From an optimization exercise on the open Yosys and OpenROAD flow, aimed at small area; shortcuts taken in it are not production practice. In this exercise RTL edits were held to simulation tests only and were not proved equivalent to the original. No activity file was given, so power comes from the tool's default toggle rates.

==> inputs of run a <==
// pipeline
module pipeline(
    clock,
    reset,
    imem_addr,
    imem_rdata,
    dmem_addr,
    dmem_wdata,
    dmem_we,
    dmem_re,
    dmem_rdata,
    program_done
);
clock: 10.0 ns
lec_check: 0
cap_margin: 0
core_margin: 2
core_utilization: 45
place_density: 0.6
slew_margin: 0
synth_hierarchical: 1
standard.sh (not shown) runs the stock make flow with config.mk's settings and CLKGATE_MAP_FILE= SYNTH_SCRIPT=/design/flow/synth_recipe.tcl, a recipe that flattens the netlist after the stock synthesis.
==> flow/flow/run.sh <==
#!/bin/bash
# Own layout flow: the standard synthesis and layout (standard.sh), with
# clock tree synthesis told not to add dummy loads and to cluster sinks in
# larger groups, and the port buffers made with buf_1. Each call's full
# output goes to its own log file in the work folder; ORFS keeps its
# per-step logs under orfs/logs.
set -euo pipefail
bash standard.sh synth > log_1_synth.txt 2>&1
bash standard.sh \
  "CTS_ARGS=-sink_clustering_enable -repair_clock_nets -dont_use_dummy_load -buf_list sky130_fd_sc_hd__clkbuf_8 -sink_clustering_size 16 -sink_clustering_max_diameter 50" \
  "BUFFER_PORTS_ARGS=-buffer_cell sky130_fd_sc_hd__buf_1" \
  finish > log_2_layout.txt 2>&1
==> run b: changes against run a <==
--- a/flow/design.v
+++ b/flow/design.v
@@ -127,23 +127,22 @@
     generate
         for (bk = 0; bk < 32; bk = bk + 1) begin : rdm
             wire [31:0] col;
             for (rk = 0; rk < 32; rk = rk + 1) begin : c
                 assign col[rk] = regs[rk][bk];
             end
             wire [10:0] ts_n, tt_n;
-            wire [32:0] colx = {1'b0, col};
-            wire [32:0] dsx = {1'b0, dec_rs};
-            wire [32:0] dtx = {1'b0, dec_rt};
-            for (rk = 0; rk < 11; rk = rk + 1) begin : g
-                rf_aoi3 ms (.s0(dsx[3*rk]), .d0(colx[3*rk]), .s1(dsx[3*rk+1]), .d1(colx[3*rk+1]),
-                            .s2(dsx[3*rk+2]), .d2(colx[3*rk+2]), .q_n(ts_n[rk]));
-                rf_aoi3 mt (.s0(dtx[3*rk]), .d0(colx[3*rk]), .s1(dtx[3*rk+1]), .d1(colx[3*rk+1]),
-                            .s2(dtx[3*rk+2]), .d2(colx[3*rk+2]), .q_n(tt_n[rk]));
+            for (rk = 0; rk < 10; rk = rk + 1) begin : g
+                rf_aoi3 ms (.s0(dec_rs[3*rk]), .d0(col[3*rk]), .s1(dec_rs[3*rk+1]), .d1(col[3*rk+1]),
+                            .s2(dec_rs[3*rk+2]), .d2(col[3*rk+2]), .q_n(ts_n[rk]));
+                rf_aoi3 mt (.s0(dec_rt[3*rk]), .d0(col[3*rk]), .s1(dec_rt[3*rk+1]), .d1(col[3*rk+1]),
+                            .s2(dec_rt[3*rk+2]), .d2(col[3*rk+2]), .q_n(tt_n[rk]));
             end
+            assign ts_n[10] = ~((dec_rs[30] & col[30]) | (dec_rs[31] & col[31]));
+            assign tt_n[10] = ~((dec_rt[30] & col[30]) | (dec_rt[31] & col[31]));
             assign rd_rs[bk] = ~&ts_n;
             assign rd_rt[bk] = ~&tt_n;
         end
     endgenerate
     always @(posedge clock) begin
         rs_q <= rd_rs;
         rt_q <= rd_rt;
==> flow/flow/run.sh (replaced) <==
#!/bin/bash
# Own layout flow: the standard synthesis and layout (standard.sh), with
# clock tree synthesis told not to add dummy loads and to cluster sinks in
# larger groups, and the port buffers made with buf_1. Each call's full
# output goes to its own log file in the work folder; ORFS keeps its
# per-step logs under orfs/logs.
set -euo pipefail
bash standard.sh synth > log_1_synth.txt 2>&1
bash standard.sh \
  "CTS_ARGS=-sink_clustering_enable -repair_clock_nets -dont_use_dummy_load -buf_list sky130_fd_sc_hd__clkbuf_4 -sink_clustering_size 8 -sink_clustering_max_diameter 50" \
  "BUFFER_PORTS_ARGS=-buffer_cell sky130_fd_sc_hd__buf_1" \
  finish > log_2_layout.txt 2>&1
CAP_MARGIN = 10   (was 0)
CORE_UTILIZATION = 55   (was 45)
PLACE_DENSITY = 0.65   (was 0.6)
SLEW_MARGIN = 10   (was 0)
==> run c: changes against run a <==
--- a/flow/design.v
+++ b/flow/design.v
@@ -126,26 +126,16 @@
     genvar bk, rk;
     generate
         for (bk = 0; bk < 32; bk = bk + 1) begin : rdm
             wire [31:0] col;
             for (rk = 0; rk < 32; rk = rk + 1) begin : c
                 assign col[rk] = regs[rk][bk];
             end
-            wire [10:0] ts_n, tt_n;
-            wire [32:0] colx = {1'b0, col};
-            wire [32:0] dsx = {1'b0, dec_rs};
-            wire [32:0] dtx = {1'b0, dec_rt};
-            for (rk = 0; rk < 11; rk = rk + 1) begin : g
-                rf_aoi3 ms (.s0(dsx[3*rk]), .d0(colx[3*rk]), .s1(dsx[3*rk+1]), .d1(colx[3*rk+1]),
-                            .s2(dsx[3*rk+2]), .d2(colx[3*rk+2]), .q_n(ts_n[rk]));
-                rf_aoi3 mt (.s0(dtx[3*rk]), .d0(colx[3*rk]), .s1(dtx[3*rk+1]), .d1(colx[3*rk+1]),
-                            .s2(dtx[3*rk+2]), .d2(colx[3*rk+2]), .q_n(tt_n[rk]));
-            end
-            assign rd_rs[bk] = ~&ts_n;
-            assign rd_rt[bk] = ~&tt_n;
+            rf_mux32 mrs (.sel(dec_rs), .d(col), .q(rd_rs[bk]));
+            rf_mux32 mrt (.sel(dec_rt), .d(col), .q(rd_rt[bk]));
         end
     endgenerate
     always @(posedge clock) begin
         rs_q <= rd_rs;
         rt_q <= rd_rt;
     end
     wire kill_x = taken | zap;               
@@ -310,55 +300,42 @@
                 fa <= taken ? out : first ? 32'h8002_0000 : fa + 32'd4;
             insn_valid <= fa >= 32'h8002_0000;
             if (jr_x && out == 32'd31)
                 program_done <= 1'b1;
         end
     end
 endmodule
-module rf_aoi3 (
-    input  wire s0, d0, s1, d1, s2, d2,
-    output wire q_n
+module rf_mux32 (
+    input  wire [31:0] sel,
+    input  wire [31:0] d,
+    output wire        q
 );
-    assign q_n = ~((s0 & d0) | (s1 & d1) | (s2 & d2));
+    assign q = |(sel & d);
 endmodule
 module shift_right (
     input  wire        left,
     input  wire [4:0]  sa,
     input  wire [31:0] d,
     output wire [31:0] q
 );
-    wire [31:0] din;
+    integer k;
+    reg [31:0] din;
+    always @(*)
+        for (k = 0; k < 32; k = k + 1)
+            din[k] = left ? d[31 - k] : d[k];
     wire [3:0] sd0 = 4'b1 << sa[1:0];
     wire [3:0] sd1 = 4'b1 << sa[3:2];
-    wire [31:0] sh_1, sh_2;
-    genvar k;
-    generate
-        for (k = 0; k < 32; k = k + 1) begin : st
-            assign din[k] = left ? d[31 - k] : d[k];
-            if (k + 3 < 32) begin : f1
-                wire t_n;
-                rf_aoi3 u0 (.s0(sd0[0]), .d0(din[k]), .s1(sd0[1]), .d1(din[k + 1]),
-                            .s2(sd0[2]), .d2(din[k + 2]), .q_n(t_n));
-                assign sh_1[k] = ~(t_n & ~(sd0[3] & din[k + 3]));
-            end else if (k + 2 < 32) begin : p1a
-                assign sh_1[k] = (sd0[0] & din[k]) | (sd0[1] & din[k + 1]) | (sd0[2] & din[k + 2]);
-            end else if (k + 1 < 32) begin : p1b
-                assign sh_1[k] = (sd0[0] & din[k]) | (sd0[1] & din[k + 1]);
-            end else begin : p1c
-                assign sh_1[k] = sd0[0] & din[k];
-            end
-            if (k + 12 < 32) begin : f2
-                wire t_n;
-                rf_aoi3 u0 (.s0(sd1[0]), .d0(sh_1[k]), .s1(sd1[1]), .d1(sh_1[k + 4]),
-                            .s2(sd1[2]), .d2(sh_1[k + 8]), .q_n(t_n));
-                assign sh_2[k] = ~(t_n & ~(sd1[3] & sh_1[k + 12]));
-            end else if (k + 8 < 32) begin : p2a
-                assign sh_2[k] = (sd1[0] & sh_1[k]) | (sd1[1] & sh_1[k + 4]) | (sd1[2] & sh_1[k + 8]);
-            end else if (k + 4 < 32) begin : p2b
-                assign sh_2[k] = (sd1[0] & sh_1[k]) | (sd1[1] & sh_1[k + 4]);
-            end else begin : p2c
-                assign sh_2[k] = sd1[0] & sh_1[k];
-            end
-        end
-    endgenerate
+    wire [63:0] sh_x = {32'b0, din};
+    reg  [31:0] sh_1, sh_2;
+    reg  [63:0] sh_y;
+    integer si_k;
+    always @(*) begin
+        for (si_k = 0; si_k < 32; si_k = si_k + 1)
+            sh_1[si_k] = (sd0[0] & sh_x[si_k]) | (sd0[1] & sh_x[si_k + 1]) |
+                         (sd0[2] & sh_x[si_k + 2]) | (sd0[3] & sh_x[si_k + 3]);
+        sh_y = {32'b0, sh_1};
+        for (si_k = 0; si_k < 32; si_k = si_k + 1)
+            sh_2[si_k] = (sd1[0] & sh_y[si_k]) | (sd1[1] & sh_y[si_k + 4]) |
+                         (sd1[2] & sh_y[si_k + 8]) | (sd1[3] & sh_y[si_k + 12]);
+    end
     assign q = sa[4] ? {16'b0, sh_2[31:16]} : sh_2;
 endmodule
==> flow/flow/run.sh (replaced) <==
#!/bin/bash
# Own layout flow: the standard synthesis and layout (standard.sh), with
# clock tree synthesis told not to add dummy loads and to cluster sinks in
# larger groups, and the port buffers made with buf_1. Each call's full
# output goes to its own log file in the work folder; ORFS keeps its
# per-step logs under orfs/logs.
set -euo pipefail
bash standard.sh synth > log_1_synth.txt 2>&1
bash standard.sh \
  "CTS_ARGS=-sink_clustering_enable -repair_clock_nets -dont_use_dummy_load -buf_list sky130_fd_sc_hd__clkbuf_16 -sink_clustering_size 30 -sink_clustering_max_diameter 60" \
  "BUFFER_PORTS_ARGS=-buffer_cell sky130_fd_sc_hd__buf_1" \
  finish > log_2_layout.txt 2>&1
CAP_MARGIN = 10   (was 0)
SLEW_MARGIN = 10   (was 0)
==> results.tsv <==
stage	metric	value	unit
outcome	status	timing/DRC/antenna clean	
logic_synthesis	XOR/XNOR share of the synthesized area	1.53	%
cells_and_area	post-route cell area	63400	um2
pwr	Gate power share	13.5	%
cells_and_area	Multi-In Gates	2854	
clock_network	CTS root buffer	clkbuf_4	
worst_setup_path	Reg2Reg Depth	24	
cells_and_area	Filler cells	8546	
pwr	Internal Power	7.21	mW
worst_setup_path	critical-path cell list	buf_4 -> mux2i_2 -> inv_2 -> nand3_1 -> nand2_1 -> nand2_2 -> buf_4 -> mux2_2 -> inv_1 -> a21oi_1 -> ha_1 -> nand4_1 -> nor2_1 -> a211o_1 -> a31o_2 -> a211oi_1 -> a21oi_1 -> a21boi_0 -> o21ai_0 -> fa_1 -> xnor2_1 -> maj3_1 -> o21ai_0 -> or3_1	
timing	worst-margin pin slew	1370	ps
cells_and_area	Inverters	145	
cells_and_area	register share of the cell area	56.7	%
detailed_routing	DRT Pass-1 Iters	28	
# the run above: run b

==> results.tsv <==
stage	metric	value	unit
worst_setup_path	Max stage delay cell, worst path	nor4_1	
worst_setup_path	critical-path cell list	buf_1 -> mux2i_1 -> xnor2_1 -> nor4_4 -> nand3_2 -> mux2i_1 -> mux2i_1 -> xnor2_1 -> fa_1 -> a211oi_1 -> nor3_1 -> nor4_1 -> o31ai_1 -> nand4_1 -> a31oi_1 -> a21boi_0 -> o21ai_0 -> fa_1 -> xor2_1 -> maj3_1 -> nand2_1 -> nand3_1	
cells_and_area	commonest non-fill, non-tap cell in the layout	edfxtp_1	
cells_and_area	Inverters	123	
cells_and_area	Top class by area	flip-flops and latches	
cells_and_area	Multi-In Gates	3126	
cells_and_area	register share of the cell area	53.4	%
cells_and_area	Layout area overhead	11.4	%
pwr	Internal Power	8.25	mW
detailed_routing	final WL	266	mm
outcome	status	timing/DRC/antenna clean	
placed_design	HPWL after DPL	173	mm
pwr	Gate power share	12.3	%
timing	worst-margin pin slew	1360	ps
worst_setup_path	crit-path max cell delay	720	ps
detailed_routing	DRT iter0 DRCs	8598	
logic_synthesis	XOR/XNOR share of the synthesized area	1.54	%
grt	largest net degree at the start of global routing	66	
worst_setup_path	Reg2Reg Depth	20	
grt	first-pass GRT wire length	363	mm
timing	max frequency	0.122	GHz
# the run above: run c

==> results.tsv <==
stage	metric	value	unit
cells_and_area	Inverters	138	
detailed_routing	DRT Pass-1 Iters	15	
pwr	Gate power share	13.3	%
pwr	Sw Ratio	27.7	%
cells_and_area	Multi-In Gates	2897	
clock_network	CTS root buffer	clkbuf_8	
outcome	status	timing/DRC/antenna clean	
logic_synthesis	XOR/XNOR share of the synthesized area	1.55	%
timing	worst-margin pin slew	1330	ps
cells_and_area	Filler cells	11100	
worst_setup_path	Reg2Reg Depth	23	
floorplan	row cnt	131	
cells_and_area	clock buffer count	130	
pwr	Internal Power	7.53	mW
# the run above: run a

[afterwards: timing with drivers on the ports]
The results above use ideal ports. As a check the final layouts listed here were re-extracted and re-timed, cells and wires unchanged.
Step 1, drivers: a clkbuf_16 drives clock and a buf_2 each remaining input, both assumed.
Step 2 moves the port delays by t, midway between the first and last clock arrival at a register: inputs arrive t later, outputs are due t later. That takes back most of the time a late clock gives input paths.
Slacks: no drivers / after step 1 / after step 2; pairs: no drivers / after step 1.
| run | t, ns | setup WS [ns] | worst hold slack (ns) | clock arrival spread, ns | worst register clock-pin slew, ns |
|---|---|---|---|---|---|
| run a | 0.920 | 2.149 / 2.178 / 1.258 | 0.379 / 0.379 / 0.379 | 0.158 / 0.158 | 0.11 / 0.11 |
| run b | 1.183 | 2.195 / 2.195 / 1.228 | 0.401 / 0.401 / 0.401 | 0.169 / 0.168 | 0.10 / 0.10 |
| run c | 0.791 | 1.836 / 1.885 / 1.094 | 0.402 / 0.402 / 0.402 | 0.120 / 0.120 | 0.10 / 0.10 |
After both steps setup and hold are still met in every run listed. The setup slack of run b, which loses most, moves by 0.000 ns with the drivers and by -0.967 ns with both steps.
